This is an optimization exercise on Yosys and OpenROAD, whose aim is small area, a short achievable clock period and few clock cycles per item, not a production implementation. At most, simulation tests tie the RTL to the original design; equivalence was not proved. For runs 1 to 5, only the layout was checked, not whether the RTL still works.

==> flow/design.v <==
`timescale 1ns / 1ps
module mod_mul64_module
#(
    parameter A_WIDTH = 64,
    parameter B_WIDTH = 64,
    parameter N_WIDTH = 64
)
(
    input clk,
    input rst,
    input start,
    input [A_WIDTH-1:0] A,
    input [B_WIDTH-1:0] B,
    input [N_WIDTH-1:0] N,
    output [N_WIDTH-1:0] P,
    output done
);
    localparam W = 68;
    localparam IDLE = 3'd0;
    localparam NORM = 3'd1;
    localparam LOOP = 3'd2;
    localparam CONV = 3'd3;
    localparam SHR  = 3'd4;
    reg [2:0] state;
    reg done_reg;
    reg [5:0] sc;
    reg [6:0] cnt;
    reg b_cur;       
    reg b_nxt;       
    reg b_nn;        
    reg md2;         
    reg md1;         
    reg mdh;         
    reg mda;         
    reg cadd;        
    reg t2, t1, t0, tm1;
    reg [63:0] n_reg;
    reg [7:0] v2;    
    reg [7:0] v1;    
    reg [7:0] v0;    
    reg [7:0] vm1;   
    reg [4:0] a5;    
    reg [5:0] a15;   
    reg [W-1:0] S, C;
    wire ml = md2;
    wire hold = md1;
    wire [W-1:0] s_in = ({W{md2}} & {S[W-2:0], 1'b0})
                      | ({W{hold}} & S)
                      | ({W{mdh}} & {1'b0, S[W-1:1]});
    wire [W-1:0] c_in = ({W{md2}} & {C[W-2:0], 1'b0})
                      | ({W{hold | mdh}} & C);
    wire q_s2 = t2;
    wire q_s1 = t1 & !t2;
    wire q_a1 = (tm1 & !t0) | mda;
    wire q_a2 = !tm1;
    wire [W-1:0] n1 = {4'b0000, n_reg};
    wire [W-1:0] n2 = {3'b000, n_reg, 1'b0};
    wire [W-1:0] y = ({W{q_a1}} & n1) | ({W{q_a2}} & n2)
                   | ({W{q_s1}} & ~n1) | ({W{q_s2}} & ~n2);
    wire neg = q_s1 | q_s2;
    wire [W-1:0] s1 = s_in ^ c_in ^ y;
    wire [W-1:0] maj1 = (s_in & c_in) | (s_in & y) | (c_in & y);
    wire [W-1:0] c1 = {maj1[W-2:0], neg};
    wire xb = ml & b_cur;
    wire [W-1:0] x = {4'b0000, {64{xb}} & A};
    wire [W-1:0] s2 = s1 ^ c1 ^ x;
    wire [W-1:0] maj2 = (s1 & c1) | (s1 & x) | (c1 & x);
    wire [W-1:0] c2 = {maj2[W-2:0], 1'b0};
    always @(posedge clk) begin
        S <= s2;
        C <= c2;
    end
    wire [7:0] u1 = S[W-3:W-10];
    wire [7:0] u2 = C[W-3:W-10];
    wire [7:0] u4 = ({8{q_a1}} & {3'b000, n_reg[63:59]})
                  | ({8{q_a2}} & {2'b00, n_reg[63:58]})
                  | ({8{q_s1}} & {3'b111, ~n_reg[63:59]})
                  | ({8{q_s2}} & {2'b11, ~n_reg[63:58]});
    wire lt2, lt1, lt0, ltm1;
    sign4 u_s2  (.a(u1), .b(u2), .c(v2),  .d(u4), .s(lt2));
    sign4 u_s1  (.a(u1), .b(u2), .c(v1),  .d(u4), .s(lt1));
    sign4 u_s0  (.a(u1), .b(u2), .c(v0),  .d(u4), .s(lt0));
    sign4 u_sm1 (.a(u1), .b(u2), .c(vm1), .d(u4), .s(ltm1));
    wire ge2 = !lt2;
    wire ge1 = !lt1;
    wire ge0 = !lt0;
    wire gem1 = !ltm1;
    wire c_zero = ~|C;
    wire fin = (state == CONV) && !cadd && c_zero;
    wire done_now = fin && !S[W-1] && (sc == 6'd0);
    wire [6:0] cnt_3 = cnt + 7'd3;
    wire b_n3 = !cnt_3[6] & B[~cnt_3[5:0]];
    wire last = (cnt == {1'b0, sc} + 7'd63);
    wire [63:0] n_next = (state == IDLE) ? N :
                         (state == NORM && !n_reg[63]) ? {n_reg[62:0], 1'b0} : n_reg;
    always @(posedge clk) begin
        n_reg <= n_next;
        a5 <= A[63:59];
        a15 <= a15_n[6:1];
    end
    wire [6:0] a15_n = {2'b00, A[63:59]} + {1'b0, A[63:59], 1'b0};
    wire u3_h = (state == LOOP) ? b_nxt : b_cur;
    wire u3_l = (state == LOOP) ? b_nn : b_nxt;
    wire [7:0] u3_n = (u3_h & u3_l) ? {2'b00, a15} :
                      u3_h ? {3'b000, a5} :
                      u3_l ? {4'b0000, a5[4:1]} : 8'd0;
    wire [7:0] fx_n = {5'b00001, n_next[62:60]};
    always @(posedge clk) begin
        v2 <= u3_n;
        v1 <= u3_n + 8'd4;
        v0 <= u3_n + fx_n + 8'd5;
        vm1 <= u3_n + {fx_n[6:0], 1'b0} + 8'd6;
    end
    always @(posedge clk, posedge rst) begin
        if (rst) begin
            state <= IDLE;
            done_reg <= 1'b0;
            sc <= 6'd0;
            cnt <= 7'd0;
            b_cur <= 1'b0;
            b_nxt <= 1'b0;
            b_nn <= 1'b0;
            md2 <= 1'b0;
            md1 <= 1'b1;
            mdh <= 1'b0;
            mda <= 1'b0;
            cadd <= 1'b0;
            t2 <= 1'b0;
            t1 <= 1'b0;
            t0 <= 1'b1;
            tm1 <= 1'b1;
        end
        else begin
            cadd <= 1'b0;
            md2 <= 1'b0;
            md1 <= 1'b0;
            mdh <= 1'b0;
            mda <= 1'b0;
            t2 <= 1'b0;
            t1 <= 1'b0;
            t0 <= 1'b1;
            tm1 <= 1'b1;
            case (state)
                IDLE: begin
                    b_cur <= B[63];
                    b_nxt <= B[62];
                    b_nn <= B[61];
                    cnt <= 7'd0;
                    sc <= 6'd0;
                    if (start) begin
                        done_reg <= 1'b0;
                        state <= NORM;
                    end
                    else
                        md1 <= 1'b1;
                end
                NORM: begin
                    if (!n_reg[63])
                        sc <= sc + 6'd1;
                    if (n_reg[63] || n_reg[62]) begin
                        state <= LOOP;
                        md2 <= 1'b1;
                        t2 <= 1'b1;
                        t1 <= 1'b1;
                    end
                end
                LOOP: begin
                    cnt <= cnt + 7'd1;
                    b_cur <= b_nxt;
                    b_nxt <= b_nn;
                    b_nn <= b_n3;
                    if (last) begin
                        state <= CONV;
                        md1 <= 1'b1;
                        cadd <= 1'b1;
                        t0 <= 1'b0;
                        tm1 <= gem1;
                    end
                    else begin
                        md2 <= 1'b1;
                        t2 <= ge2;
                        t1 <= ge1;
                        t0 <= ge0;
                        tm1 <= gem1;
                    end
                end
                CONV: begin
                    md1 <= 1'b1;
                    if (fin) begin
                        if (S[W-1]) begin
                            mda <= 1'b1;
                            cadd <= 1'b1;
                        end
                        else if (sc != 6'd0) begin
                            state <= SHR;
                            md1 <= 1'b0;
                            mdh <= 1'b1;
                        end
                        else begin
                            state <= IDLE;
                            done_reg <= 1'b1;
                        end
                    end
                end
                SHR: begin
                    sc <= sc - 6'd1;
                    if (sc == 6'd1) begin
                        state <= IDLE;
                        done_reg <= 1'b1;
                        md1 <= 1'b1;
                    end
                    else
                        mdh <= 1'b1;
                end
                default: state <= IDLE;
            endcase
        end
    end
    assign P = S[63:0];
    assign done = done_reg | done_now;
endmodule
module sign4 (
    input [7:0] a,
    input [7:0] b,
    input [7:0] c,
    input [7:0] d,
    output s
);
    wire [7:0] s1 = a ^ b ^ c;
    wire [7:0] c1 = {(a[6:0] & b[6:0]) | (a[6:0] & c[6:0]) | (b[6:0] & c[6:0]), 1'b0};
    wire [7:0] x = s1 ^ c1 ^ d;
    wire [7:0] y = {(s1[6:0] & c1[6:0]) | (s1[6:0] & d[6:0]) | (c1[6:0] & d[6:0]), 1'b0};
    wire [6:0] g0 = x[6:0] & y[6:0];
    wire [6:0] p0 = x[6:0] ^ y[6:0];
    wire [6:0] g1, p1, g2, p2, g3;
    genvar i;
    generate
        for (i = 0; i < 7; i = i + 1) begin : pf
            if (i < 1) begin : a1
                assign g1[i] = g0[i];
                assign p1[i] = p0[i];
            end else begin : b1
                assign g1[i] = g0[i] | (p0[i] & g0[i-1]);
                assign p1[i] = p0[i] & p0[i-1];
            end
            if (i < 2) begin : a2
                assign g2[i] = g1[i];
                assign p2[i] = p1[i];
            end else begin : b2
                assign g2[i] = g1[i] | (p1[i] & g1[i-2]);
                assign p2[i] = p1[i] & p1[i-2];
            end
            if (i < 4) begin : a3
                assign g3[i] = g2[i];
            end else begin : b3
                assign g3[i] = g2[i] | (p2[i] & g2[i-4]);
            end
        end
    endgenerate
    assign s = x[7] ^ y[7] ^ g3[6];
endmodule
==> flow/flow/run.sh <==
#!/bin/bash
# Standard layout, with plain buf_1 cells as the port buffers.
set -e
cp standard.sh standard_sh.txt
cp config.mk config_orig.txt
echo 'export BUFFER_PORTS_ARGS = -buffer_cell sky130_fd_sc_hd__buf_1' >> config.mk
bash standard.sh > standard.log 2>&1
==> flow/standard.sh <==
#!/bin/bash
# synth_recipe.tcl (not shown) runs the flow's synth.tcl, then flattens the netlist and writes it again
# the make line also repeats each setting of config.mk as NAME=value (left out here)
make -C /OpenROAD-flow-scripts/flow DESIGN_CONFIG=/design/flow/config.mk WORK_HOME=/design/flow/orfs CLKGATE_MAP_FILE= SYNTH_SCRIPT=/design/flow/synth_recipe.tcl "${@:-finish}"
==> flow/config.mk <==
export PLATFORM = sky130hd
export DESIGN_NAME = mod_mul64_module
export DESIGN_NICKNAME = mod_mul64_module
export VERILOG_FILES = /design/flow/design.v
export SDC_FILE = /design/flow/constraint.sdc
export NUM_CORES = 4
export LEC_CHECK = 0
export CAP_MARGIN = 20
export CORE_MARGIN = 2
export CORE_UTILIZATION = 40
export SLEW_MARGIN = 20
export BUFFER_PORTS_ARGS = -buffer_cell sky130_fd_sc_hd__buf_1
==> flow/constraint.sdc <==
create_clock -name core_clock -period 6.0 [get_ports {clk}]
set_input_delay 1.2000 -clock core_clock [delete_from_list [all_inputs] [get_ports {clk}]]
set_output_delay 1.2000 -clock core_clock [all_outputs]
set_load 0.01 [all_outputs]
==> summary.txt, run 1 <==
Outcome
The run finished with no timing, DRC or antenna violations.

Layout
The final-layout fill cell count is 4120. The finished cells cover just under 20000 sq um. The multi-input combinational cell area is 10100 sq um. The register with the most flip-flops in the layout has just under 70 of them. The sequential cell area in the final layout is 6030 sq um.

The number of nets in the final layout is 2222. The count of cells in the finished layout, fillers not included, comes to 2405. Of the cells placed in the final design, the portion with a size suffix greater than 1 is 6.26%.

The area overhead of the layout relative to synthesis is 11.4%. The final antenna diode count is 0. At the end of the flow the core is filled with cells to 45.3%.

Synthesis
Summing the areas of all and, or, nand and nor instances in the mapped netlist gives approximately a tenth of the synthesized area. By area, the combinational part of the netlist is dominated by adder cells. The synthesized netlist devotes 18.2% of its cell area to compound gates. In this run, synthesis inferred 61 flip-flops with an integrated enable. The most used flip-flop cell after synthesis is dfxtp_1.

The number of warnings issued by yosys is 1. The sequential-to-total area share from yosys stat is 34.2%. The portion of synthesized cell area occupied by the leading cell type is 19.9%. Summed over all instances, the cell type with the most area after synthesis is fa_1. Counting every net in the synthesized netlist gives 2089.

Of the total synthesized cell area, the portion taken by XOR and XNOR cells is roughly 2.6%. The number of distinct library cells after synthesis is 67. The area share of fa/ha/maj cells after synthesis is 24.0%.

Counting instances in the post-synthesis netlist gives the leading cell types as 175 x fa_1, 173 x dfxtp_1, 160 x nand2_1, 148 x inv_1, 122 x a22o_1. The mean instance size in the synthesized netlist is 10.6 sq um. The mapped netlist covers 17600 sq um. Of all flip-flops after synthesis, the portion carrying an async set or reset was 11.0%.

The cell count after synthesis is ~1700. Ranked by total cell area, the synthesized netlist is headed by fa_1 20%, dfxtp_1 20%, edfxtp_1 10%. The proportion of synthesized area in mux cells is approximately 3.1%. fa_1 is the most common cell in the netlist. The synthesized design contains 263 register bits.

Detailed routing
The number of DRC violations after detailed-routing iteration 0 is 1355. The via count of the routed design is around 13000. Summed over all layers, the routed wires come to 49.7 mm. The count of nets left with antenna violations once routing finished came out at 0.

The average wire per cell in the routed design is 20.7 microns. The first detailed-routing pass ran for 8 iterations. The DRC violation count after routing is 0. The via density per instance is 5.56.

STA
The final hold violation count is 0. Of the available clock period, the critical path in the final layout requires 77.1%. The number of setup violations in the final report is 0.

Setup repair after global routing left no endpoint under its margin. The slew at the pin closest to its max-slew limit is 1.10 ns. The normalized max-slew margin is 26.2%. The total negative slack for setup checks is 0 ns. The minimum clock period after layout is 4.63 ns. Between clock sinks in the finished design, the worst skew comes to 0.0238 ns. The number of pins exceeding their max-slew limit in the final report came to 0. The timing-limited maximum frequency is 0.216 GHz.

Worst setup path
The worst endpoint data arrival time is 3.43 ns. Among all stages on the critical path, the largest delay is contributed by dfrtp_1. The worst setup path is of the reg -> out kind. The signal on the critical path passes through nand2b_4 > nor2_1 > nand4_1 > or4_4 > nor2_4 > a31o_2 > buf_1.

On the worst path, the slowest cell contributes a delay of around 0.77 ns. The worst setup path is captured at an output port. The required time at the worst-slack endpoint is 4.80 ns. The worst setup path is launched from a flip-flop. The biggest fanout along the worst timing path is 18.

Clock network
In this run, post-CTS hold repair placed 0 buffers. The number of sinks driven by the clock tree is 263. Once the clock tree was built, the setup fixing pass inserted 0 buffers.

Counting the buffers created by CTS gives 31. TritonCTS built the clock tree. The clock insertion delay at the later pin of the skew report is 0.60 ns. Counting along the longest clock path gives a buffer depth of 3.

The H-tree depth is 1. The buffer type at the clock tree root is clkbuf_16. The number of gates given a new drive strength after cts is 0.

After clock tree synthesis, the clock-pin slew on the worst setup and hold paths is 0.06 ns.

Placement
The count of buffers added on input and output ports is roughly 260. The placer's final routability congestion estimate is 0.872. The placement-stage cell area is 18500 sq um. The half-perimeter wire length of the detailed placement result is ~37 mm. The placed instance count is 2347.

Global routing
The total global routing track utilization is between 20 and 25%. The largest net degree at the start of global routing is 102. The first global-routing pass estimated 77.9 mm of wire. The number of antenna violations at the first check in global routing came to 1. The number of global-route vias before repair is approximately 14000.

The total overflow reported by the global router is 0.

Min path
The type of the most critical hold path is reg -> reg.

Floorplanning
The cell row count is 76. The I/O pin count is 260. The vertical die dimension is between 200 and 250 microns. From left edge to right edge, the die measures around 210 microns. The standard cell core area is 43300 sq um. The die covers 45700 sq um. For this configuration, the core starts out at a cell density of between 40% and 50%.

Job
The number of maximum-capacitance violations is 0.
[worst max-delay path: cells and delay by family, from the launching register on]
family,cells,cell delay (ns)
flip-flops,1,0.77
AO/OA/AOI/OAI,1,0.19
AND/OR/NAND/NOR,5,1.68
buffers and inverters,1,0.20
[stage by stage]
stage	hold WS, ns	setup slack [ns]
after floorplan	0.464	0.0905
after global placement	0.496	1.98
after detailed placement	0.500	1.89
after CTS	0.507	1.37
after global routing	0.533	1.26
final	0.506	1.37
[layer usage]
layer	global-route usage [%]	routed length (microns)	up-vias	part of all wire, %
li1	-	-	6163	-
met1	28.7	20900	6578	42
met2	37.5	23700	540	48
met3	4.06	3730	79	7.5
met4	5.68	1370	2	2.7
met5	0	13	-	0.026
[final cells by class]
cell class / count / share of cell area [%]
Timing Repair Buffer: 276 / 5.61
Sequential cell: 263 / 30.8
Clock inverter: 20 / 1.03
Clock buffer: 38 / 4.46
Inverter: 149 / 2.85
Multi-Input combinational cell: 1074 / 51.5
Tap cell: 585 / 3.73
[cell usage in the layout, fill, tap and decap left out, drive strengths merged, types with 5 or more instances in the layout]
| cell type | instances |
|---|---|
| dfrtp | 26 |
| and3 | 65 |
| clkbuf | 38 |
| clkinv | 12 |
| nor4 | 20 |
| o21ai | 92 |
| ha | 57 |
| buf | 276 |
| dfxtp | 173 |
| a222oi | 65 |
| xnor2 | 30 |
| nand2 | 161 |
| mux4 | 14 |
| o22ai | 7 |
| xor2 | 23 |
| inv | 153 |
| o211ai | 62 |
| mux2i | 21 |
| a21o | 13 |
| a21oi | 24 |
| a22o | 124 |
| nor2 | 34 |
| nand2b | 9 |
| edfxtp | 61 |
| a22oi | 9 |
| nand3 | 5 |
| nor2b | 9 |
| nand4 | 6 |
| fa | 175 |
[path summary, 6_finish.rpt]
kind                       depth (start not counted)     to  slack [ns]     start
setup / recovery                                   7   done        1.37  state[1]
hold / removal                                     2  v0[6]        0.51    a15[5]
setup reg to reg                                  11     t2        1.83        t2
hold reg to reg                                    2  v0[6]        0.51    a15[5]
max in group asynchronous                          3    md2        4.93       rst
min in group asynchronous                          3     t1        0.70       rst
[kinds of logic after synthesis]
family	after synthesis
xor+xnor	53
mux	36
simple gates	331
flops	263
fa+ha+maj	232
compound gates	422
buf+inv	325
==> run 2: changes to the inputs <==
--- a/flow/design.v
+++ b/flow/design.v
@@ -32,7 +32,11 @@
     reg md1;         
     reg mdh;         
-    reg mda;         
     reg cadd;        
-    reg t2, t1, t0, tm1;
+    reg q_a1;        
+    reg q_a2;        
+    reg q_s1;        
+    reg q_s2;        
+    reg neg;         
+    reg [7:0] u4;    
     reg [63:0] n_reg;
     reg [7:0] v2;    
@@ -50,13 +54,8 @@
     wire [W-1:0] c_in = ({W{md2}} & {C[W-2:0], 1'b0})
                       | ({W{hold | mdh}} & C);
-    wire q_s2 = t2;
-    wire q_s1 = t1 & !t2;
-    wire q_a1 = (tm1 & !t0) | mda;
-    wire q_a2 = !tm1;
     wire [W-1:0] n1 = {4'b0000, n_reg};
     wire [W-1:0] n2 = {3'b000, n_reg, 1'b0};
     wire [W-1:0] y = ({W{q_a1}} & n1) | ({W{q_a2}} & n2)
                    | ({W{q_s1}} & ~n1) | ({W{q_s2}} & ~n2);
-    wire neg = q_s1 | q_s2;
     wire [W-1:0] s1 = s_in ^ c_in ^ y;
     wire [W-1:0] maj1 = (s_in & c_in) | (s_in & y) | (c_in & y);
@@ -73,8 +72,4 @@
     wire [7:0] u1 = S[W-3:W-10];
     wire [7:0] u2 = C[W-3:W-10];
-    wire [7:0] u4 = ({8{q_a1}} & {3'b000, n_reg[63:59]})
-                  | ({8{q_a2}} & {2'b00, n_reg[63:58]})
-                  | ({8{q_s1}} & {3'b111, ~n_reg[63:59]})
-                  | ({8{q_s2}} & {2'b11, ~n_reg[63:58]});
     wire lt2, lt1, lt0, ltm1;
     sign4 u_s2  (.a(u1), .b(u2), .c(v2),  .d(u4), .s(lt2));
@@ -86,4 +81,12 @@
     wire ge0 = !lt0;
     wire gem1 = !ltm1;
+    wire nq_s2 = ge2;
+    wire nq_s1 = ge1 & !ge2;
+    wire nq_a1 = gem1 & !ge0;
+    wire nq_a2 = !gem1;
+    wire [7:0] u4_n = ({8{nq_a1}} & {3'b000, n_reg[63:59]})
+                    | ({8{nq_a2}} & {2'b00, n_reg[63:58]})
+                    | ({8{nq_s1}} & {3'b111, ~n_reg[63:59]})
+                    | ({8{nq_s2}} & {2'b11, ~n_reg[63:58]});
     wire c_zero = ~|C;
     wire fin = (state == CONV) && !cadd && c_zero;
@@ -124,10 +127,11 @@
             md1 <= 1'b1;
             mdh <= 1'b0;
-            mda <= 1'b0;
             cadd <= 1'b0;
-            t2 <= 1'b0;
-            t1 <= 1'b0;
-            t0 <= 1'b1;
-            tm1 <= 1'b1;
+            q_a1 <= 1'b0;
+            q_a2 <= 1'b0;
+            q_s1 <= 1'b0;
+            q_s2 <= 1'b0;
+            neg <= 1'b0;
+            u4 <= 8'd0;
         end
         else begin
@@ -136,9 +140,10 @@
             md1 <= 1'b0;
             mdh <= 1'b0;
-            mda <= 1'b0;
-            t2 <= 1'b0;
-            t1 <= 1'b0;
-            t0 <= 1'b1;
-            tm1 <= 1'b1;
+            q_a1 <= 1'b0;
+            q_a2 <= 1'b0;
+            q_s1 <= 1'b0;
+            q_s2 <= 1'b0;
+            neg <= 1'b0;
+            u4 <= 8'd0;
             case (state)
                 IDLE: begin
@@ -161,6 +166,7 @@
                         state <= LOOP;
                         md2 <= 1'b1;
-                        t2 <= 1'b1;
-                        t1 <= 1'b1;
+                        q_s2 <= 1'b1;
+                        neg <= 1'b1;
+                        u4 <= {2'b11, ~n_next[63:58]};
                     end
                 end
@@ -174,13 +180,15 @@
                         md1 <= 1'b1;
                         cadd <= 1'b1;
-                        t0 <= 1'b0;
-                        tm1 <= gem1;
+                        q_a1 <= gem1;
+                        q_a2 <= !gem1;
                     end
                     else begin
                         md2 <= 1'b1;
-                        t2 <= ge2;
-                        t1 <= ge1;
-                        t0 <= ge0;
-                        tm1 <= gem1;
+                        q_s2 <= nq_s2;
+                        q_s1 <= nq_s1;
+                        q_a1 <= nq_a1;
+                        q_a2 <= nq_a2;
+                        neg <= ge1;
+                        u4 <= u4_n;
                     end
                 end
@@ -189,5 +197,5 @@
                     if (fin) begin
                         if (S[W-1]) begin
-                            mda <= 1'b1;
+                            q_a1 <= 1'b1;
                             cadd <= 1'b1;
                         end
==> flow/run.sh (new file) <==
#!/bin/bash
# synth_recipe.tcl (not shown) runs the flow's synth.tcl, then flattens the netlist and writes it again
# the make line also repeats each setting of config.mk as NAME=value (left out here)
make -C /OpenROAD-flow-scripts/flow DESIGN_CONFIG=/design/flow/config.mk WORK_HOME=/design/flow/orfs CLKGATE_MAP_FILE= SYNTH_SCRIPT=/design/flow/synth_recipe.tcl finish
--- a/flow/config.mk
+++ b/flow/config.mk
@@ -10,3 +10,2 @@
 export CORE_UTILIZATION = 40
 export SLEW_MARGIN = 20
-export BUFFER_PORTS_ARGS = -buffer_cell sky130_fd_sc_hd__buf_1
removed: flow/flow/run.sh
removed: flow/standard.sh
==> summary.txt, run 2 <==
Placement
In this run the cell area measured after placement is 20900 sq um. The half-perimeter wire length of the detailed placement result is 37.6 mm. The placed instance count is 2355. Port buffering added 259 buffers. The congestion estimate from routability-driven global placement came to 0.852. The pre-CTS setup slack is 2.16 ns.

Clock network
The number of sinks driven by the clock tree is 270. The H-tree depth is 2. The tree is rooted in a clkbuf_16. The hold buffer count at CTS is 0. The clock reaches the later pin of the worst-skew pair after ~0.56 ns. The number of buffers created by CTS is 35. The number of setup buffers added after CTS is 0. After clock tree synthesis, the repair step resized 0 gates. The clock slew seen by the registers of the worst setup and hold paths is 0.06 ns. The maximum number of buffers from clock root to sink is 3. The TritonCTS clock tree is yes.

Synthesis
The cell area that synthesis handed to floorplanning was 18400 sq um. The fraction of registers with async set or reset after synthesis is between 10% and 20%. The proportion of synthesized area in mux cells is approximately 10%. Summing the areas of all compound-gate instances in the mapped netlist gives between 10% and 20% of the synthesized area. inv_1 is the most common cell in the netlist. By area the synthesized netlist is led by fa_1 20%, dfxtp_1 19%, edfxtp_1 9.5%. fa_1 takes more of the synthesized area than any other cell. Of the synthesized area, sequential elements account for 33.5%. The largest family of logic cells by synthesized area is adder cells.

For this run, the leading register cell type out of synthesis is dfxtp_1. The netlist uses 74 different library cells. Synthesis produced a netlist whose cell count is 1666.

After synthesis, the largest area contributor takes up 19.6% of total cell area. By count the netlist is led by 182 x inv_1, 180 x fa_1, 176 x dfxtp_1, 136 x mux2i_1, 130 x a22o_1. The mean instance size in the synthesized netlist is 11.1 sq um. For this run, the number of Yosys warnings is 1. Of the total synthesized cell area, the portion taken by AND, OR, NAND and NOR gates is 8.05%.

Of the total synthesized cell area, the portion taken by full adders, half adders and majority gates is a little under a quarter. After Yosys synthesis, XOR and XNOR cells account for 2.36% of the synthesized area. The synthesized design contains 58 enable-type register cells. The post-synth net total is 2093. The synthesized design contains 270 register bits.

Global routing
Entering global routing, the biggest net connects 121 pins. The number of antenna violations at the first check in global routing is 3. For this run the aggregate overflow at the end of global routing stands at 0. The number of global-route vias before repair is around 14000. For this run, the total global-route usage over all layers was measured as 21.4%. The first global-routing pass estimated 79.2 mm of wire.

STA
At the pin with the least slew margin, the transition time is 0.947 ns. Headroom to the max-slew limit came out at 36.4%. The final hold violation count is 0. The number of pins exceeding their max-slew limit in the final report is 0. The post-route clock period utilization is between 70% and 80%. Summed over all failing endpoints, the final setup total negative slack is 0 ns. The number of setup violations in the final report is 0. The timing-limited maximum frequency is between 0.2 and 0.25 GHz.

Subtracting the final worst setup slack from the clock period gives 4.33 ns. Across the routed clock network, the largest skew measured is 0.0359 ns. The least setup slack across all paths after layout is around 1.7 ns. Setup repair after global routing left no endpoint under its margin.

Worst setup path
The capture instance of the worst register-to-register path is v0[5]. The worst setup path is captured at an output port. The startpoint identified for the worst register-to-register timing path is state[0]. The kind of critical path is reg -> out. Measured in cells, the most critical reg-to-reg path has a length of 12.

For the worst setup path, the data arrival time is approximately 3.1 ns. The biggest fanout along the worst timing path is 3. The required time at the worst-slack endpoint is about 4.8 ns. STA classifies the critical path startpoint as a flip-flop.

Across all register-to-register paths, the minimum setup slack is between 2 and 2.5 ns.

Outcome
The flow ran to the end and the layout has no timing, DRC or antenna violations.

Layout
After filler insertion, the fill cell instance count of the layout stands at 4142. The layout cell share with drive strength beyond 1 is 6.71%. The area overhead of the layout relative to synthesis is 20.2%. The library cell used most frequently in the layout, excluding fill and tap cells, is clkdlybuf4s50_1.

The count of non-filler cells in the finished layout is 2421. The top cell types in the final layout, fill and taps aside, are 259 x clkdlybuf4s50_1, 182 x inv_1, 180 x fa_1, 176 x dfxtp_1, 136 x mux2i_1. The multi-input combinational cells in the finished layout cover a total of 10600 sq um. The number of nets in the final layout is 2220. The final standard cell area without fillers is 22100 sq um. The number of flip-flops in the largest register is just under 70. The sequential cell area in the final layout is roughly 6000 sq um.

Min path
The instance count along the most critical hold path is 2. In this run the most critical hold path is launched from a15[5]. The tightest min-delay check is of the reg -> reg type.

The endpoint of the worst hold-timing path is v0[6].

Detailed routing
The via count of the routed design is 13300. The via density per instance is 5.48. The DRC violation count after routing is 0. The number of routed nets with antenna violations is 0. The number of DRC violations after detailed-routing iteration 0 is 1106.

The average wire per cell in the routed design is 20.9 microns. The first detailed-routing pass ran for 7 iterations. For this block, the routed nets add up to 50.5 mm of wire.

Floorplanning
The floorplan step defined a die boundary enclosing ~48000 sq um. During I/O placement, the number of pins put on the boundary was 260. The initial standard-cell utilization of the core is 40.6%. The floorplan step set the die width to 219 microns. The initialized floorplan defines 78 standard-cell rows. The standard cell core area is approximately 45000 sq um.

The vertical die dimension is approximately 220 microns.

Job
The tool flagged a number of max-cap violations equal to 0.
run 2: cell types whose count changed after synthesis, sizes merged, moves of 6 or more:
cell,delta
nand2,-50
mux2i,+117
a31oi,+7
clkbuf,+10
xor2,-12
nand2b,-6
dfrtp,+9
a22o,+6
inv,+33
o21ai,-74
o211ai,-52
run 2: worst max-delay path by stage:
stage	startpoint	to	slack, ns	cells after the start
after floorplan	state[1]	v0[5]	2.88	14
after CTS	C[44]	done	1.55	6
after global placement	C[44]	done	2.16	6
final	C[45]	done	1.67	6
after global routing	C[43]	done	1.40	6
after detailed placement	C[44]	done	2.16	6
run 2: metal layers:
metal / up-vias / wire length [microns] / track usage, %
li1: 6113 / - / -
met1: 6658 / 21600 / 28.3
met2: 426 / 24700 / 36.3
met3: 62 / 3360 / 4.33
met4: 6 / 835 / 4.24
met5: - / 32 / 0
run 2: critical path: stages (launching register included):
cell	delay (ns)
dfxtp_1	0.34
nor4_1	0.59
nand4_1	0.39
nor2_1	0.27
nand4b_1	0.18
o21bai_1	0.21
clkdlybuf4s50_1	0.59
run 2: cell families (layout without fill, tap and decap cells):
kind of cell | Yosys count | after routing
flops | 270 | 270
fa+ha+maj | 232 | 232
simple gates | 287 | 287
other cells | 0 | 2
xor+xnor | 44 | 44
mux | 158 | 158
buf+inv | 367 | 520
compound gates | 308 | 308
run 2: area by class of cell:
class	instances	share of cell area (%)
clock inverters	9	0.672
inverters	182	3.08
multi-input cells	1029	47.9
clock buffers	54	4.69
repair buffers	275	12.4
diodes	2	0.0226
well taps	600	3.39
flip-flops and latches	270	27.9
run 2: through the flow:
stage          hold slack, ns  utilization, %
2_1_floorplan           0.464               -
3_3_place_gp            0.529            46.1
3_5_place_dp            0.530            46.1
4_1_cts                 0.540            48.7
5_1_grt                 0.549            48.8
6_report                0.535            48.8
==> run 3: changes to the inputs <==
--- a/flow/config.mk
+++ b/flow/config.mk
@@ -9,3 +9,4 @@
 export CORE_MARGIN = 2
 export CORE_UTILIZATION = 40
+export SETUP_SLACK_MARGIN = 3.0
 export SLEW_MARGIN = 20
==> summary.txt, run 3 <==
Layout
The most common cell after layout, fill and taps aside is clkdlybuf4s50_1. The post-route netlist has 14.9% of its cells at a drive strength greater than 1. In the layout the commonest cells are 257 x clkdlybuf4s50_1, 177 x fa_1, 170 x inv_1, 159 x dfxtp_1, 135 x mux2i_1. Compared with the post-synthesis result, the final layout area differs by 26.6%. The number of nets in the final layout is 2272. The final antenna diode count is 0. The register with the most flip-flops in the layout has 68 of them.

Global routing
The total overflow reported by the global router is 0. The total global routing track utilization is about 23%. The number of antenna violations at the first check in global routing is 1.

The number of global-route vias before repair is roughly 14000. Entering global routing, the biggest net connects 103 pins. The first global-routing pass estimated 84.1 mm of wire.

Placement
The placer's final routability congestion estimate is ~0.87. Once detailed placement completed, the half-perimeter wirelength came to 37.9 mm. The count of port buffers added during placement is 259.

Clock network
At the later pin of the worst-skew pair, clock insertion delay measures roughly 0.53 ns. The number of buffers created by CTS is 34. After clock tree synthesis, the clock-pin slew on the worst setup and hold paths is 0.06 ns. The buffer type at the clock tree root is clkbuf_16. The maximum number of buffers from clock root to sink is 3. TritonCTS built the clock tree. The number of sinks driven by the clock tree is 270. The H-tree depth is 2. Hold repair after CTS inserted 0 buffers.

STA
The final hold violation count came to 0. Setup repair after global routing could not meet its margin everywhere. Setup violations remaining at the end of the flow were counted as 0. The total negative slack for setup checks is 0 ns. Of the available clock period, the critical path in the final layout requires 59.0%. For the pin with the worst max-slew slack, the measured transition is 0.818 ns. The number of pins exceeding their max-slew limit in the final report was 0. The normalized max-slew margin is between 40 and 50%. The worst hold margin is 0.506 ns. The timing-limited maximum frequency is 0.283 GHz.

The final worst clock skew is ~0.023 ns. The minimum clock period after layout is 3.54 ns.

Worst setup path
The startpoint kind of the worst setup timing path is a flip-flop. The critical path's largest stage delay is 0.40 ns. The required time at the worst-slack endpoint is 4.80 ns. The nature of the critical path endpoint is an output port.

The largest delay contributor family on the critical path is simple AND/OR/NAND/NOR gates. The kind of critical path is reg -> out. The number of buffers and inverters on the critical path is 1. STA puts the critical path data arrival time at 2.34 ns. The slowest stage of the critical path belongs to the cell nor4_4. Traced cell by cell, the critical path runs through nor4_4 > nand4_1 > nor2_2 > nand4b_1 > o21bai_2 > buf_2. The biggest fanout along the worst timing path is 3.

Synthesis
The synthesized flop and latch total is 270. The number of enable-type register cells in the synthesized netlist is 58. When the netlist entered floorplanning its net count stood at 2093. Sorting the synthesized cells by area gives the leading types as fa_1 20%, dfxtp_1 19%, edfxtp_1 9.5%.

The post-synth design cell area is 18400 sq um. In the synthesized netlist, the cells that appear most often are 182 x inv_1, 180 x fa_1, 176 x dfxtp_1, 136 x mux2i_1, 130 x a22o_1. The post-synthesis cell type with the largest combined area is fa_1. The mean instance size in the synthesized netlist is 11.1 sq um. Summing the sequential cell areas from Yosys gives 33.5% of the chip area. The predominant post-synthesis flop cell is dfxtp_1. The portion of synthesized cell area occupied by the leading cell type is a little under 20%. The cell count after synthesis is 1666.

inv_1 is the most common cell in the netlist. The fraction of registers with async set or reset after synthesis is between 10% and 20%. Counting distinct cell types in the post-synthesis netlist gives 74. For this run, the number of Yosys warnings is 1.

Floorplanning
260 I/O pins were placed. The initial standard-cell utilization of the core is 40.6%. The die covers 47800 sq um. The cell row count is a little under 80. The die is 219 microns tall. Measured along the x axis, the die boundary spans 219 microns. The standard cell core area is 45400 sq um.

Detailed routing
The number of routed nets with antenna violations is 0. After detailed routing, the total wire length is 54.6 mm. In the routed layout, each cell is associated on average with a via count of 5.60.

For this run, the detailed router's first-pass iteration total came to 9. After detailed routing, the number of remaining DRC violations is 0. The average wire per cell in the routed design is 22.1 microns. The number of DRC violations after detailed-routing iteration 0 is 1225. Across all layers, the routed design uses roughly 14000 vias.

Outcome
The run finished with no timing, DRC or antenna violations.

Min path
The worst hold path belongs to the class reg -> reg.

Job
The tool flagged a number of max-cap violations equal to 0.
-- run 3: cell counts after synthesis --
No cell type changed its count.
-- run 3: final cells by class --
type | count | area, sq um
clock buffers | 49 | 993
fillers | 3987 | 22100
repair buffers | 326 | 3260
flip-flops and latches | 270 | 6220
inverters | 182 | 692
multi-input cells | 1031 | 11200
well taps | 600 | 751
clock inverters | 12 | 219
-- run 3: final timing paths --
| check | startpoint | cells after the start | slack (ns) | to |
|---|---|---|---|---|
| setup / recovery | C[4] | 6 | 2.46 | done |
| hold / removal | a15[5] | 2 | 0.51 | v0[6] |
| setup reg to reg | C[64] | 13 | 2.83 | u4[1] |
| hold reg to reg | a15[5] | 2 | 0.51 | v0[6] |
| max in group asynchronous | rst | 3 | 4.52 | md2 |
| min in group asynchronous | rst | 3 | 1.09 | b_nxt |
-- run 3: layer usage --
metal / up-vias / GRT usage, % / share of wire, %
li1: 6216 / - / -
met1: 6932 / 29.7 / 41
met2: 584 / 37.2 / 47
met3: 106 / 5.11 / 8.1
met4: 2 / 9.05 / 3.8
met5: - / 0 / 0.016
-- run 3: cell families (layout without fill, tap and decap cells) --
family          count (synthesis)  in the layout  synth area share, %
buf+inv                       367            569                 9.08
xor+xnor                       44             44                 2.36
compound gates                308            308                 13.9
mux                           158            158                 10.0
flops                         270            270                 33.5
fa+ha+maj                     232            232                 23.1
simple gates                  287            289                 8.05
-- run 3: stage by stage --
| step | instance area (sq um) | cells | setup WS, ns | util, % |
|---|---|---|---|---|
| finish | 23300 | 2470 | 2.46 | 51.4 |
| global route | 23300 | 2470 | 2.37 | 51.4 |
| CTS | 23100 | 2459 | 2.45 | 50.9 |
| detailed placement | 20900 | 2354 | 1.98 | 46.1 |
| global placement | 20900 | 2354 | 1.99 | 46.1 |
| floorplan | 18400 | 1666 | 3.00 | - |
-- run 3: worst reg2reg max path, stage by stage (launching register included) --
cell and delay (ns):
dfxtp_4 0.41, buf_6 0.13, clkinvlp_4 0.11, fa_1 0.47, fa_1 0.51, inv_2 0.05, ha_4 0.26, nand4_1 0.14
a21oi_2 0.25, a211oi_4 0.08, xor2_2 0.15, buf_6 0.16, o211ai_1 0.19, o211ai_2 0.12
-- run 3: repair_timing --
item                                    CTS  global route
endpoints found under the setup margin  183            80
pin swaps                                59            36
cloned                                    3             1
buffers inserted                         41            10
gates resized for setup                 121            33
==> run 4: changes to the inputs <==
--- a/flow/design.v
+++ b/flow/design.v
@@ -16,5 +16,5 @@
     output done
 );
-    localparam W = 68;
+    localparam W = 66;
     localparam IDLE = 3'd0;
     localparam NORM = 3'd1;
@@ -54,13 +54,12 @@
     wire [W-1:0] c_in = ({W{md2}} & {C[W-2:0], 1'b0})
                       | ({W{hold | mdh}} & C);
-    wire [W-1:0] n1 = {4'b0000, n_reg};
-    wire [W-1:0] n2 = {3'b000, n_reg, 1'b0};
-    wire [W-1:0] y = ({W{q_a1}} & n1) | ({W{q_a2}} & n2)
-                   | ({W{q_s1}} & ~n1) | ({W{q_s2}} & ~n2);
+    wire [W-1:0] n1 = {2'b00, n_reg};
+    wire [W-1:0] n2 = {1'b0, n_reg, 1'b0};
+    wire [W-1:0] y = (({W{q_a1 | q_s1}} & n1) | ({W{q_a2 | q_s2}} & n2)) ^ {W{neg}};
     wire [W-1:0] s1 = s_in ^ c_in ^ y;
     wire [W-1:0] maj1 = (s_in & c_in) | (s_in & y) | (c_in & y);
     wire [W-1:0] c1 = {maj1[W-2:0], neg};
     wire xb = ml & b_cur;
-    wire [W-1:0] x = {4'b0000, {64{xb}} & A};
+    wire [W-1:0] x = {2'b00, {64{xb}} & A};
     wire [W-1:0] s2 = s1 ^ c1 ^ x;
     wire [W-1:0] maj2 = (s1 & c1) | (s1 & x) | (c1 & x);
@@ -70,11 +69,13 @@
         C <= c2;
     end
-    wire [7:0] u1 = S[W-3:W-10];
-    wire [7:0] u2 = C[W-3:W-10];
+    wire [7:0] u1 = S[65:58];
+    wire [7:0] u2 = C[65:58];
+    wire [7:0] e_s = u1 ^ u2 ^ u4;
+    wire [7:0] e_c = {(u1[6:0] & u2[6:0]) | (u1[6:0] & u4[6:0]) | (u2[6:0] & u4[6:0]), 1'b0};
     wire lt2, lt1, lt0, ltm1;
-    sign4 u_s2  (.a(u1), .b(u2), .c(v2),  .d(u4), .s(lt2));
-    sign4 u_s1  (.a(u1), .b(u2), .c(v1),  .d(u4), .s(lt1));
-    sign4 u_s0  (.a(u1), .b(u2), .c(v0),  .d(u4), .s(lt0));
-    sign4 u_sm1 (.a(u1), .b(u2), .c(vm1), .d(u4), .s(ltm1));
+    sign3 u_s2  (.a(e_s), .b(e_c), .k(v2),  .s(lt2));
+    sign3 u_s1  (.a(e_s), .b(e_c), .k(v1),  .s(lt1));
+    sign3 u_s0  (.a(e_s), .b(e_c), .k(v0),  .s(lt0));
+    sign3 u_sm1 (.a(e_s), .b(e_c), .k(vm1), .s(ltm1));
     wire ge2 = !lt2;
     wire ge1 = !lt1;
@@ -85,9 +86,13 @@
     wire nq_a1 = gem1 & !ge0;
     wire nq_a2 = !gem1;
-    wire [7:0] u4_n = ({8{nq_a1}} & {3'b000, n_reg[63:59]})
+    wire u4_first = (state == NORM);
+    wire [7:0] u4_n = u4_first ? {2'b11, ~n_next[63:58]} :
+                      ({8{nq_a1}} & {3'b000, n_reg[63:59]})
                     | ({8{nq_a2}} & {2'b00, n_reg[63:58]})
                     | ({8{nq_s1}} & {3'b111, ~n_reg[63:59]})
                     | ({8{nq_s2}} & {2'b11, ~n_reg[63:58]});
-    wire c_zero = ~|C;
+    reg c_zero;      
+    always @(posedge clk)
+        c_zero <= ~|c2;
     wire fin = (state == CONV) && !cadd && c_zero;
     wire done_now = fin && !S[W-1] && (sc == 6'd0);
@@ -98,4 +103,5 @@
                          (state == NORM && !n_reg[63]) ? {n_reg[62:0], 1'b0} : n_reg;
     always @(posedge clk) begin
+        u4 <= u4_n;
         n_reg <= n_next;
         a5 <= A[63:59];
@@ -133,5 +139,4 @@
             q_s2 <= 1'b0;
             neg <= 1'b0;
-            u4 <= 8'd0;
         end
         else begin
@@ -145,5 +150,4 @@
             q_s2 <= 1'b0;
             neg <= 1'b0;
-            u4 <= 8'd0;
             case (state)
                 IDLE: begin
@@ -168,5 +172,4 @@
                         q_s2 <= 1'b1;
                         neg <= 1'b1;
-                        u4 <= {2'b11, ~n_next[63:58]};
                     end
                 end
@@ -190,5 +193,4 @@
                         q_a2 <= nq_a2;
                         neg <= ge1;
-                        u4 <= u4_n;
                     end
                 end
@@ -228,15 +230,12 @@
     assign done = done_reg | done_now;
 endmodule
-module sign4 (
+module sign3 (
     input [7:0] a,
     input [7:0] b,
-    input [7:0] c,
-    input [7:0] d,
+    input [7:0] k,
     output s
 );
-    wire [7:0] s1 = a ^ b ^ c;
-    wire [7:0] c1 = {(a[6:0] & b[6:0]) | (a[6:0] & c[6:0]) | (b[6:0] & c[6:0]), 1'b0};
-    wire [7:0] x = s1 ^ c1 ^ d;
-    wire [7:0] y = {(s1[6:0] & c1[6:0]) | (s1[6:0] & d[6:0]) | (c1[6:0] & d[6:0]), 1'b0};
+    wire [7:0] x = a ^ b ^ k;
+    wire [7:0] y = {(a[6:0] & b[6:0]) | (a[6:0] & k[6:0]) | (b[6:0] & k[6:0]), 1'b0};
     wire [6:0] g0 = x[6:0] & y[6:0];
     wire [6:0] p0 = x[6:0] ^ y[6:0];
==> flow/flow/run.sh (new file) <==
#!/bin/bash
# Standard layout, with plain buf_1 cells as the port buffers.
set -e


echo 'export BUFFER_PORTS_ARGS = -buffer_cell sky130_fd_sc_hd__buf_1' >> config.mk
bash standard.sh > standard.log 2>&1
==> flow/standard.sh (new file) <==
#!/bin/bash
# synth_recipe.tcl (not shown) runs the flow's synth.tcl, then flattens the netlist and writes it again
# the make line also repeats each setting of config.mk as NAME=value (left out here)
make -C /OpenROAD-flow-scripts/flow DESIGN_CONFIG=/design/flow/config.mk WORK_HOME=/design/flow/orfs CLKGATE_MAP_FILE= SYNTH_SCRIPT=/design/flow/synth_recipe.tcl "${@:-finish}"
--- a/flow/config.mk
+++ b/flow/config.mk
@@ -11,2 +11,3 @@
 export SETUP_SLACK_MARGIN = 3.0
 export SLEW_MARGIN = 20
+export BUFFER_PORTS_ARGS = -buffer_cell sky130_fd_sc_hd__buf_1
removed: flow/run.sh
==> summary.txt, run 4 <==
Outcome
The run finished with no timing, DRC or antenna violations.

Global routing
The number of global-route vias before repair was roughly 15000. Entering global routing, the biggest net connects 93 pins. The total global routing track utilization is around a quarter. The total overflow reported by the global router is 0. The number of antenna violations at the first check in global routing came to 10. The wire length of the first global-routing pass is 86.4 mm.

Worst setup path
On the worst path, the slowest cell contributes a delay of 0.58 ns. The biggest fanout along the worst timing path is 5. The critical path is of the reg -> reg type. The worst endpoint data arrival time is 3.82 ns. The cell at the slowest stage of the critical path is fa_2. The required time at the worst-slack endpoint is 6.48 ns.

The startpoint kind of the worst setup timing path is a flip-flop. The nature of the critical path endpoint is a flip-flop. The critical path goes through fa_2 > fa_1 > ha_4 > a41oi_4 > nor3_4 > or3b_4 > a2111oi_4 > a31oi_1 > a31oi_1. Counting stages on the worst path, the most repeated cell is a31oi_1.

STA
At the pin with the least slew margin, the transition time is about 0.88 ns. After routing, the total negative slack on setup checks comes to 0 ns. The final hold violation count is 0.

The post-route clock period utilization is 55.7%. The timing-limited maximum frequency is 0.299 GHz. Setup repair after global routing could not meet its margin everywhere. Counting I/O delays and the setup requirement, the final critical path takes 3.34 ns. The least setup slack across all paths after layout is 2.66 ns. The number of pins exceeding their max-slew limit in the final report is 0.

The number of setup violations in the final report is 0. The clock arrives with 0.0117 ns of skew. The normalized max-slew margin is 41.6%.

Synthesis
Synthesis produced a netlist whose cell count is 1685. Summed over all instances, the cell type with the most area after synthesis is dfxtp_1. The predominant post-synthesis flop cell is dfxtp_1. The fraction of registers with async set or reset after synthesis is 10.9%.

In this run, distinct cell masters in the synthesized netlist total 74. Yosys attributes the largest share of cell area to dfxtp_1 20%, fa_1 18%, edfxtp_1 9.8%. In this run the cell area of the synthesized design comes to approximately 18000 sq um. When the netlist entered floorplanning its net count stood at 2090. Yosys mapped a number of flops with a built-in enable equal to 58. After synthesis, the largest area contributor takes up 20.3% of total cell area. In this run, synthesis produced a sequential element count of 267. In the synthesized netlist, the cells that appear most often are 206 x inv_1, 180 x dfxtp_1, 160 x fa_1, 139 x a22oi_1, 86 x clkbuf_1.

Dividing the synthesized area by the synthesized cell count gives 10.6 sq um. Yosys instantiated no cell more often than inv_1. The sequential-to-total area share from yosys stat is 34.1%. For this run, the number of Yosys warnings is 1.

Job
Across the run, the number of max-cap violations was 0.

Detailed routing
The number of optimization iterations in the first detailed-route pass is 10. The average wire per cell in the routed design is about 23 microns. The detail route stage leaves a number of antenna-violating nets equal to 0. The via count of the routed design is 14300.

The number of DRC violations after detailed-routing iteration 0 is 1538. The DRC violation count after routing is 0. The via density per instance is 5.69. For this block, the routed nets add up to 57.0 mm of wire.

Clock network
TritonCTS built the clock tree. Clock-pin slew was measured on the worst setup and hold paths at 0.07 ns. Clock tree synthesis selected as its root buffer the cell clkbuf_16. The number of buffers created by CTS is 31. The number of sinks driven by the clock tree is 267. CTS built an H-tree with a depth of 1. Counting along the longest clock path gives a buffer depth of 3. The clock insertion delay at the later pin of the skew report is 0.58 ns.

Floorplanning
The vertical die dimension is 215 microns. The region available for standard cell placement spans roughly 44000 sq um. The die footprint is 46200 sq um. Row generation in the floorplan step produced 77 rows. For this configuration, the core starts out at a cell density of approximately two fifths. The width of the chip is 215 microns.

During I/O placement, the number of pins put on the boundary was 260.

Placement
The count of port buffers added during placement is 259. Before CTS, the worst setup slack after placement is approximately 2.1 ns. The placer's final routability congestion estimate is 0.878. The half-perimeter wire length of the detailed placement result is 38.3 mm.

Layout
The area growth from synthesis to layout is 21.7%. For this run, the post-layout net count is 2305. The top cell types in the final layout, fill and taps aside, are 258 x buf_1, 191 x inv_1, 167 x dfxtp_1, 149 x fa_1, 134 x a22oi_1. Leaving out fill and tap cells, the most frequent cell in the layout is buf_1. The final-layout fill cell count is 3979. In the final layout, the share of cells above drive strength 1 is between 10% and 20%.

The number of flip-flops in the largest register is 66.

Min path
The tightest min-delay check is of the reg -> reg type.
## run 4: changes by cell type in the layout (fill, tap and decap cells not counted), moves of 12 or more
cell and delta:
buf_1 +258, fa_1 -28, a22oi_1 +130, mux2i_1 -89
nand2_1 -69, inv_1 +21, buf_4 +12, mux4_2 -13
a22o_1 -68, xor2_1 +62, clkdlybuf4s50_1 -257
## run 4: final timing paths
kind                         from    end  slack [ns]  cells past startpoint
min in group asynchronous     rst  sc[4]        0.65                      3
min                        a15[5]  v0[6]        0.55                      2
max                         S[60]  u4[4]        2.66                      9
max reg2reg                 S[60]  u4[4]        2.66                      9
max in group asynchronous     rst    md1        5.02                      3
min reg2reg                a15[5]  v0[6]        0.55                      2
## run 4: timing repair
item / CTS / global route
hold buffers: 0 / 0
setup buffers: 50 / 34
gates resized for setup: 132 / 64
hold endpoints to repair: 0 / 0
pin swaps: 55 / 68
endpoints found under the setup margin: 24 / 25
cloned: 10 / 0
## run 4: final cells by class
type | instances | area [sq um] | share of cell area [%]
tap | 592 | 741 | 3.42
clock buffer | 37 | 828 | 3.83
clock inverter | 21 | 169 | 0.780
sequential | 267 | 6120 | 28.3
multi-input combinational | 1034 | 10900 | 50.4
timing repair buffer | 358 | 2080 | 9.60
inverter | 208 | 795 | 3.67
antenna | 1 | 2.50 | 0.0116
## run 4: critical path: cells and delay by family, from the launching register on
family	cells	cell delay, ns
adder cells (fa/ha/maj)	3	1.30
AND/OR/NAND/NOR	2	0.56
flip-flops	1	0.36
AO/OA/AOI/OAI	4	1.02
## run 4: per-layer routing
layer	part of all wire, %	global-route usage (%)
met5	0.16	0
met3	8.7	5.10
met1	40	31.4
met2	49	39.8
met4	2.6	6.71
## run 4: logic make-up after synthesis
| family | Yosys count | share of synthesized area (%) |
|---|---|---|
| AOI/OAI and AO/OA | 408 | 18.0 |
| muxes | 57 | 3.64 |
| xor gates and xnor gates | 103 | 5.35 |
| DFF | 267 | 34.1 |
| buffers and inverters | 391 | 9.70 |
| and+or+nand+nor | 249 | 7.69 |
| adders and majority gates | 210 | 21.5 |
## run 4: through the flow
| stage | std cells | hold slack [ns] | utilization (%) | area [sq um] |
|---|---|---|---|---|
| final | 2518 | 0.547 | 49.2 | 21600 |
| after global routing | 2517 | 0.573 | 49.2 | 21600 |
| after CTS | 2483 | 0.543 | 47.8 | 21100 |
| after global placement | 2365 | 0.526 | 42.7 | 18800 |
| after floorplan | 1685 | 0.463 | - | 18000 |
| after detailed placement | 2365 | 0.542 | 42.7 | 18800 |
==> run 5: changes to the inputs <==
--- a/flow/config.mk
+++ b/flow/config.mk
@@ -6,4 +6,5 @@
 export NUM_CORES = 4
 export LEC_CHECK = 0
+export ABC_CLOCK_PERIOD_IN_PS = 3000
 export CAP_MARGIN = 20
 export CORE_MARGIN = 2
==> summary.txt, run 5 <==
Detailed routing
The DRC violation count after routing is 0. The count of nets left with antenna violations once routing finished came out at 0. Summed over all layers, the routed wires come to around 57 mm. The average wire per cell in the routed design is 22.6 microns. The detailed router finished its first iteration with roughly 1500 violations. For this block, wires on met1 add up to 22.8 mm.

The met2 wirelength from detailed routing is 27.7 mm. The uppermost signal routing layer after detailed routing is met5. Using the TritonRoute via totals, the vias-per-cell ratio works out to 5.69. The routed design uses 4.94 mm of met3 wire.

The via count of the routed design is 14300. The number of optimization iterations in the first detailed-route pass is 10.

Global routing
For this run, the total global-route usage over all layers was measured as between 20% and 30%. The number of global-route vias before repair is 14600. The first global-routing pass estimated around 86 mm of wire. The number of antenna violations at the first check in global routing is 10. The total overflow reported by the global router is 0. The largest net degree at the start of global routing is 93.

Synthesis
The portion of synthesized cell area occupied by the leading cell type is between 20% and 30%. The predominant post-synthesis flop cell is dfxtp_1. The sequential-to-total area share from yosys stat is about a third. The number of enable-type register cells in the synthesized netlist is 58. For this run, the number of Yosys warnings is 1. The post-synth net total is 2090.

By count the netlist is led by 206 x inv_1, 180 x dfxtp_1, 160 x fa_1, 139 x a22oi_1, 86 x clkbuf_1. Of all cell types, the one taking the most synthesized area is dfxtp_1. The mean instance size in the synthesized netlist is roughly 11 sq um.

Synthesis produced about 1700 cells. The post-synth design cell area is 17800 sq um. Of all flip-flops after synthesis, the portion carrying an async set or reset was 10.9%. The number of distinct library cells after synthesis is 74. The synthesized flop and latch total is approximately 270. After synthesis, the cell types taking the most area are dfxtp_1 20%, fa_1 18%, edfxtp_1 9.8%. inv_1 is the most common cell in the netlist.

Floorplanning
From bottom edge to top edge, the die measures 215 microns. The region available for standard cell placement spans between 40000 and 50000 sq um. The initial utilization of the core area, before any placement, comes to 40.4%. 260 I/O pins were placed. The width of the chip is 215 microns. The die covers 46200 sq um. In this run the core area contains 77 standard-cell rows.

Outcome
The run finished with no timing, DRC or antenna violations.

Worst setup path
At the worst endpoint, the arrival time is around 3.8 ns. The critical path's largest stage delay is 0.58 ns. The endpoint identified for the worst register-to-register timing path is u4[4]. The cell seen most often among critical-path stages is a31oi_1.

The kind of cell with the highest combined delay along the critical path is adder cells. For the worst flop-to-flop path, the logic depth is 9. STA classifies the critical path endpoint as a flip-flop. The number of buffer and inverter stages on the critical path is 0. The required time at the worst-slack endpoint is 6.48 ns. Traced cell by cell, the critical path runs through fa_2 > fa_1 > ha_4 > a41oi_4 > nor3_4 > or3b_4 > a2111oi_4 > a31oi_1 > a31oi_1. The setup path with the least slack is of type reg -> reg.

The origin of the critical flop-to-flop path is S[60]. The worst setup path is launched from a flip-flop. The cell at the slowest stage of the critical path is fa_2. The setup check on the worst reg-to-reg path leaves a slack of 2.66 ns. The biggest fanout along the worst timing path is 5.

Placement
Including well taps, the total number of placed cells is 2365. The count of port buffers added during placement is 259. After detailed placement, the total cell area comes to between 15000 and 20000 sq um. The half-perimeter wire length of the detailed placement result is 38.3 mm. The congestion estimate from routability-driven global placement came to 0.878.

Clock network
The clock insertion delay at the later pin of the skew report is around 0.58 ns. Clock tree synthesis found a total of between 200 and 300 sinks. The clock passes through at most 3 buffers. The TritonCTS clock tree is yes. In this run the number of H-tree levels came out at 1.

Counting the buffers created by CTS gives 31. The buffer type at the clock tree root is clkbuf_16. The hold buffer count at CTS is 0.

After clock tree synthesis, the clock-pin slew on the worst setup and hold paths is around 0.070 ns.

Job
The tool flagged a number of max-cap violations equal to 0.

Layout
The number of flip-flops in the largest register is 66. After routing the design area is 21600 sq um. From synthesis to final layout, the design area changed by 21.7%. The count of cells in the finished layout, fillers not included, comes to 2518. The library cell used most frequently in the layout, excluding fill and tap cells, is buf_1. The layout cell share with drive strength beyond 1 is 16.5%.

The top cell types in the final layout, fill and taps aside, are 258 x buf_1, 191 x inv_1, 167 x dfxtp_1, 149 x fa_1, 134 x a22oi_1. Cells fill 49.2% of the core in the end. The number of nets in the final layout is 2305.

STA
The clock period could shrink to 3.34 ns. Across the routed clock network, the largest skew measured is 0.0117 ns. After layout, the worst path uses 55.7% of the clock period. For the pin with the worst max-slew slack, the measured transition is 0.875 ns. The number of pins exceeding their max-slew limit in the final report came to 0.

The worst pin sits at a relative slew slack of 41.6%. Setup violations remaining at the end of the flow were counted as 0. For this run, the top clock speed supported by timing is 0.299 GHz.

The final hold violation count came to 0. Setup repair after global routing could not meet its margin everywhere. The total negative slack for setup checks is 0 ns.

Min path
The type of the most critical hold path is reg -> reg. Along the worst hold path, the cell count comes to 2. The startpoint identified for the worst hold timing path is a15[5]. The endpoint of the worst hold-timing path is v0[6].
==> run 5: final cells by class <==
class | count | area [sq um]
antenna | 1 | 2.50
clock buffer | 37 | 828
clock inverter | 21 | 169
fill | 3979 | 22400
inverter | 208 | 795
multi-input combinational | 1034 | 10900
sequential | 267 | 6120
tap | 592 | 741
timing repair buffer | 358 | 2080
==> run 5: metal layers <==
layer / up-vias / GRT usage, %
li1: 6413 / -
met1: 7122 / 31.4
met4: 14 / 6.71
met2: 670 / 39.8
met5: - / 0
met3: 100 / 5.10
==> run 5: tightest hold or removal path, cell delays in order (launching register included) <==
cell and delay [ns]:
dfxtp_1 0.30, nand2_1 0.14, nor2_1 0.06
==> run 5: cells by family after synthesis <==
logic type	share of synthesized area (%)
buffers and inverters	9.70
multiplexers	3.64
XOR/XNOR	5.35
flip-flops	34.1
AND/OR/NAND/NOR	7.69
AO/OA/AOI/OAI	18.0
adder cells (fa/ha/maj)	21.5
==> run 5: how the worst max path moves through the flow <==
| stage | to | slack (ns) | start | depth (start not counted) |
|---|---|---|---|---|
| global route | u4[4] | 2.57 | u4[2] | 9 |
| floorplan | v0[5] | 2.96 | state[2] | 12 |
| finish | u4[4] | 2.66 | S[60] | 9 |
| global placement | c_zero | 2.17 | md1 | 10 |
| CTS | c_zero | 2.70 | q_a2 | 11 |
| detailed placement | c_zero | 2.13 | md1 | 10 |
==> run 5: through the flow <==
step	setup slack (ns)	hold WS [ns]
floorplan	2.96	0.463
global placement	2.17	0.526
detailed placement	2.13	0.542
CTS	2.70	0.543
global route	2.57	0.573
finish	2.66	0.547
==> run 5: repair_timing <==
| item | in CTS | in global routing |
|---|---|---|
| pin swaps | 55 | 68 |
| endpoints found under the setup margin | 24 | 25 |
| gates cloned | 10 | 0 |
| resized for setup | 132 | 64 |
| setup buffers | 50 | 34 |
==> run 6: changes to the inputs <==
--- a/flow/design.v
+++ b/flow/design.v
@@ -109,6 +109,6 @@
     end
     wire [6:0] a15_n = {2'b00, A[63:59]} + {1'b0, A[63:59], 1'b0};
-    wire u3_h = (state == LOOP) ? b_nxt : b_cur;
-    wire u3_l = (state == LOOP) ? b_nn : b_nxt;
+    wire u3_h = b_nxt;
+    wire u3_l = b_nn;
     wire [7:0] u3_n = (u3_h & u3_l) ? {2'b00, a15} :
                       u3_h ? {3'b000, a5} :
@@ -152,7 +152,6 @@
             case (state)
                 IDLE: begin
-                    b_cur <= B[63];
-                    b_nxt <= B[62];
-                    b_nn <= B[61];
+                    b_nxt <= B[63];
+                    b_nn <= B[62];
                     cnt <= 7'd0;
                     sc <= 6'd0;
@@ -168,4 +167,7 @@
                         sc <= sc + 6'd1;
                     if (n_reg[63] || n_reg[62]) begin
+                        b_cur <= b_nxt;
+                        b_nxt <= b_nn;
+                        b_nn <= B[61];
                         state <= LOOP;
                         md2 <= 1'b1;
==> flow/flow/run.sh (replaced) <==
#!/bin/bash
# The standard layout (the standard.sh), with plain buf_1 cells as the
# port buffers instead of the default clkdlybuf4s50_1. The make output goes
# to standard.log; ORFS keeps each step's log under orfs/logs.
set -e
echo 'export BUFFER_PORTS_ARGS = -buffer_cell sky130_fd_sc_hd__buf_1' >> config.mk
bash standard.sh > standard.log 2>&1
--- a/flow/config.mk
+++ b/flow/config.mk
@@ -6,8 +6,8 @@
 export NUM_CORES = 4
 export LEC_CHECK = 0
-export ABC_CLOCK_PERIOD_IN_PS = 3000
 export CAP_MARGIN = 20
 export CORE_MARGIN = 2
 export CORE_UTILIZATION = 40
+export CTS_BUF_LIST = sky130_fd_sc_hd__clkbuf_4 sky130_fd_sc_hd__clkbuf_8
 export SETUP_SLACK_MARGIN = 3.0
 export SLEW_MARGIN = 20
==> summary.txt, run 6 <==
Detailed routing
The final layout contains routed wiring with a total length of 51.8 mm. The DRC violation count after routing is 0. The via count of the routed design is between 10000 and 15000. The number of DRC violations after detailed-routing iteration 0 is 1352. Dividing the detail-routed wire length by the instance count gives 21.9 microns. The number of routed nets with antenna violations is 0.

Layout
Leaving out fill and tap cells, the most frequent cells in the layout are 258 x buf_1, 203 x inv_1, 167 x dfxtp_1, 152 x fa_1, 127 x a22oi_1. The layout cell share with drive strength beyond 1 is 17.2%. The count of non-filler cells in the finished layout is 2367. The number of antenna diodes in the final layout is 0. The layout has 3965 filler cells. Across the whole layout, storage elements account for 6130 sq um. Compared with the post-synthesis result, the final layout area differs by 18.1%.

Synthesis
In the synthesized netlist, the number of instances is 1571. The post-synthesis cell type with the largest combined area is dfxtp_1. The synthesized design contains 58 enable-type register cells. After synthesis, the most frequently instantiated cells are 208 x inv_1, 180 x dfxtp_1, 160 x fa_1, 133 x a22oi_1, 84 x clkbuf_1. By instance count, the leading cell after synthesis is inv_1. Ranked by total cell area, the synthesized netlist is headed by dfxtp_1 21%, fa_1 19%, edfxtp_1 10%. The post-synth net total is 1976. The number of distinct library cells after synthesis is 65.

The synthesized flop and latch total is roughly 270. The post-synth design cell area is 17200 sq um. The fraction of registers with async set or reset after synthesis is 10.9%. The portion of synthesized cell area occupied by the leading cell type is about a fifth. For this run, the number of Yosys warnings is 1.

Among all flip-flop cells after synthesis, the most frequent one is dfxtp_1.

STA
The timing-limited maximum frequency is ~0.3 GHz. The number of pins exceeding their max-slew limit in the final report is 0. The smallest clock period supported by the final layout is computed as 3.35 ns. The slew at the pin closest to its max-slew limit is 0.884 ns. Setup violations remaining at the end of the flow were counted as 0.

The final hold violation count is 0. The post-route clock period utilization is 55.9%. Adding up every negative setup slack in the final design gives 0 ns. For the final database, setup skew stands at between 0.02 and 0.03 ns.

In this run the tightest slew margin relative to its limit is 40.8%.

Clock network
The clock insertion delay at the later pin of the skew report is roughly 0.63 ns. The number of buffers created by CTS is 48. The hold buffer count at CTS is 0. The buffer type at the clock tree root is clkbuf_8. The number of sinks driven by the clock tree is 267. CTS built an H-tree with a depth of 2. The maximum number of buffers from clock root to sink is 3.

Floorplanning
Row generation in the floorplan step produced 76 rows. For this design the top-level I/O count stands at 260. The width of the chip is roughly 210 microns. The vertical die dimension is around 210 microns.

For this configuration, the core starts out at a cell density of between 40% and 50%. The die covers 44800 sq um.

Worst setup path
The nature of the critical path endpoint is a flip-flop. The worst endpoint data arrival time is approximately 3.9 ns. The worst register-to-register path begins at mdh. The kind of critical path is reg -> reg. The required time at the worst-slack endpoint is 6.52 ns. Of all nets on the critical path, the largest fanout is between 60 and 70. The timing startpoint of the critical path is mdh.

Outcome
The run finished with no timing, DRC or antenna violations.

Min path
The critical hold path startpoint is a5[0]. The type of the most critical hold path is reg -> reg.

Global routing
The number of global-route vias before repair came to 13700. The largest net degree at the start of global routing is 96. In the global route stage, overall resource usage came out at 22.7%.

Placement
After detailed placement, the design holds a cell count of 2213. The pre-CTS setup slack is 1.62 ns. Detailed placement finished with a half-perimeter wire length of 35.2 mm.

Job
The number of maximum-capacitance violations is 0.
==> run 6: cell count changes after synthesis, moves of 7 or more <==
cell,previous run,this run
mux2i_1,50,6
nor2_1,36,26
mux2_2,1,11
a31oi_1,16,5
mux4_2,6,20
buf_2,13,5
nand3_1,20,13
nand2_1,45,24
==> run 6: worst paths after layout <==
check,to,slack [ns],depth (start not counted)
max,c_zero,2.65,9
min,vm1[0],0.51,2
max reg2reg,c_zero,2.65,9
min reg2reg,vm1[0],0.51,2
max in group asynchronous,md2,5.01,3
min in group asynchronous,done_reg,0.64,3
==> run 6: timing repair <==
action | 4_1_cts | 5_1_grt
pin swaps | 39 | 32
gates cloned | 7 | 2
setup endpoints to repair | 205 | 15
gates resized for setup | 102 | 40
buffers inserted | 41 | 14
==> run 6: cell families after synthesis <==
kind of cell	share of synthesized area (%)
mux	3.68
compound gates	16.7
simple gates	6.65
fa+ha+maj	22.2
flops	35.2
xor+xnor	5.66
buf+inv	9.90
==> run 6: stage by stage <==
step / area, sq um / utilization [%]
after floorplan: 17300 / -
after global placement: 18100 / 42.4
after detailed placement: 18100 / 42.4
after CTS: 20000 / 46.8
after global routing: 20400 / 47.6
final: 20400 / 47.6
==> run 6: per-layer routing <==
layer	vias to the layer above	part of all wire, %	global-route usage, %
met4	4	3.2	8.47
li1	5997	-	-
met5	-	0.039	0
met3	105	7.6	4.90
met1	6579	41	28.7
met2	577	49	38.2
==> run 6: final cells by class <==
class | instances | area share, %
timing repair buffer | 328 | 8.09
clock inverter | 17 | 0.590
inverter | 208 | 3.87
sequential | 267 | 30.1
tap | 546 | 3.36
clock buffer | 73 | 4.51
multi-input combinational | 928 | 49.5
==> run 6: critical path, cell delays in order, from the launching register on <==
cell,delay [ns]
dfrtp_2,0.45
clkbuf_8,0.47
a222oi_1,0.21
fa_1,0.52
inv_1,0.05
fa_1,0.39
or4_4,0.57
nor4_4,0.27
nand3_2,0.12
nor4_2,0.16
Testbench counts of run 6, summed over its fixed seeds: cycles 14,291, ops 192.

-- afterwards: timing with drivers on the ports --
No port has a modelled driver above. Below, the same layouts with a new extraction and two added sets of constraints. Step 1, drivers: a clkbuf_16 drives clk and a buf_2 each remaining input, both assumed. Step 2 adds t to the input delays and takes it off the output delays; t is the mean of the earliest and latest rising clock arrival at the registers after step 1. Input paths then give back, and output paths get back, about the clock's delay inside the block. Three values: no drivers, after step 1, after step 2; two values: the first two.
run | t (ns) | setup slack, ns | slew at the worst register clock pin (ns) | worst data-port slew with drivers (ns)
run 1 | 0.635 | 1.375 / 1.325 / 1.834 | 0.07 / 0.07 | 0.06
run 2 | 0.588 | 1.673 / 1.621 / 2.209 | 0.06 / 0.06 | 0.10
run 3 | 0.573 | 2.462 / 2.410 / 2.706 | 0.07 / 0.07 | 0.12
run 4 | 0.635 | 2.660 / 2.660 / 2.660 | 0.07 / 0.07 | 0.12
run 5 | 0.635 | 2.660 / 2.660 / 2.660 | 0.07 / 0.07 | 0.12
run 6 | 0.667 | 2.648 / 2.648 / 2.648 | 0.06 / 0.06 | 0.11
After both steps setup and hold are still met in every run listed.
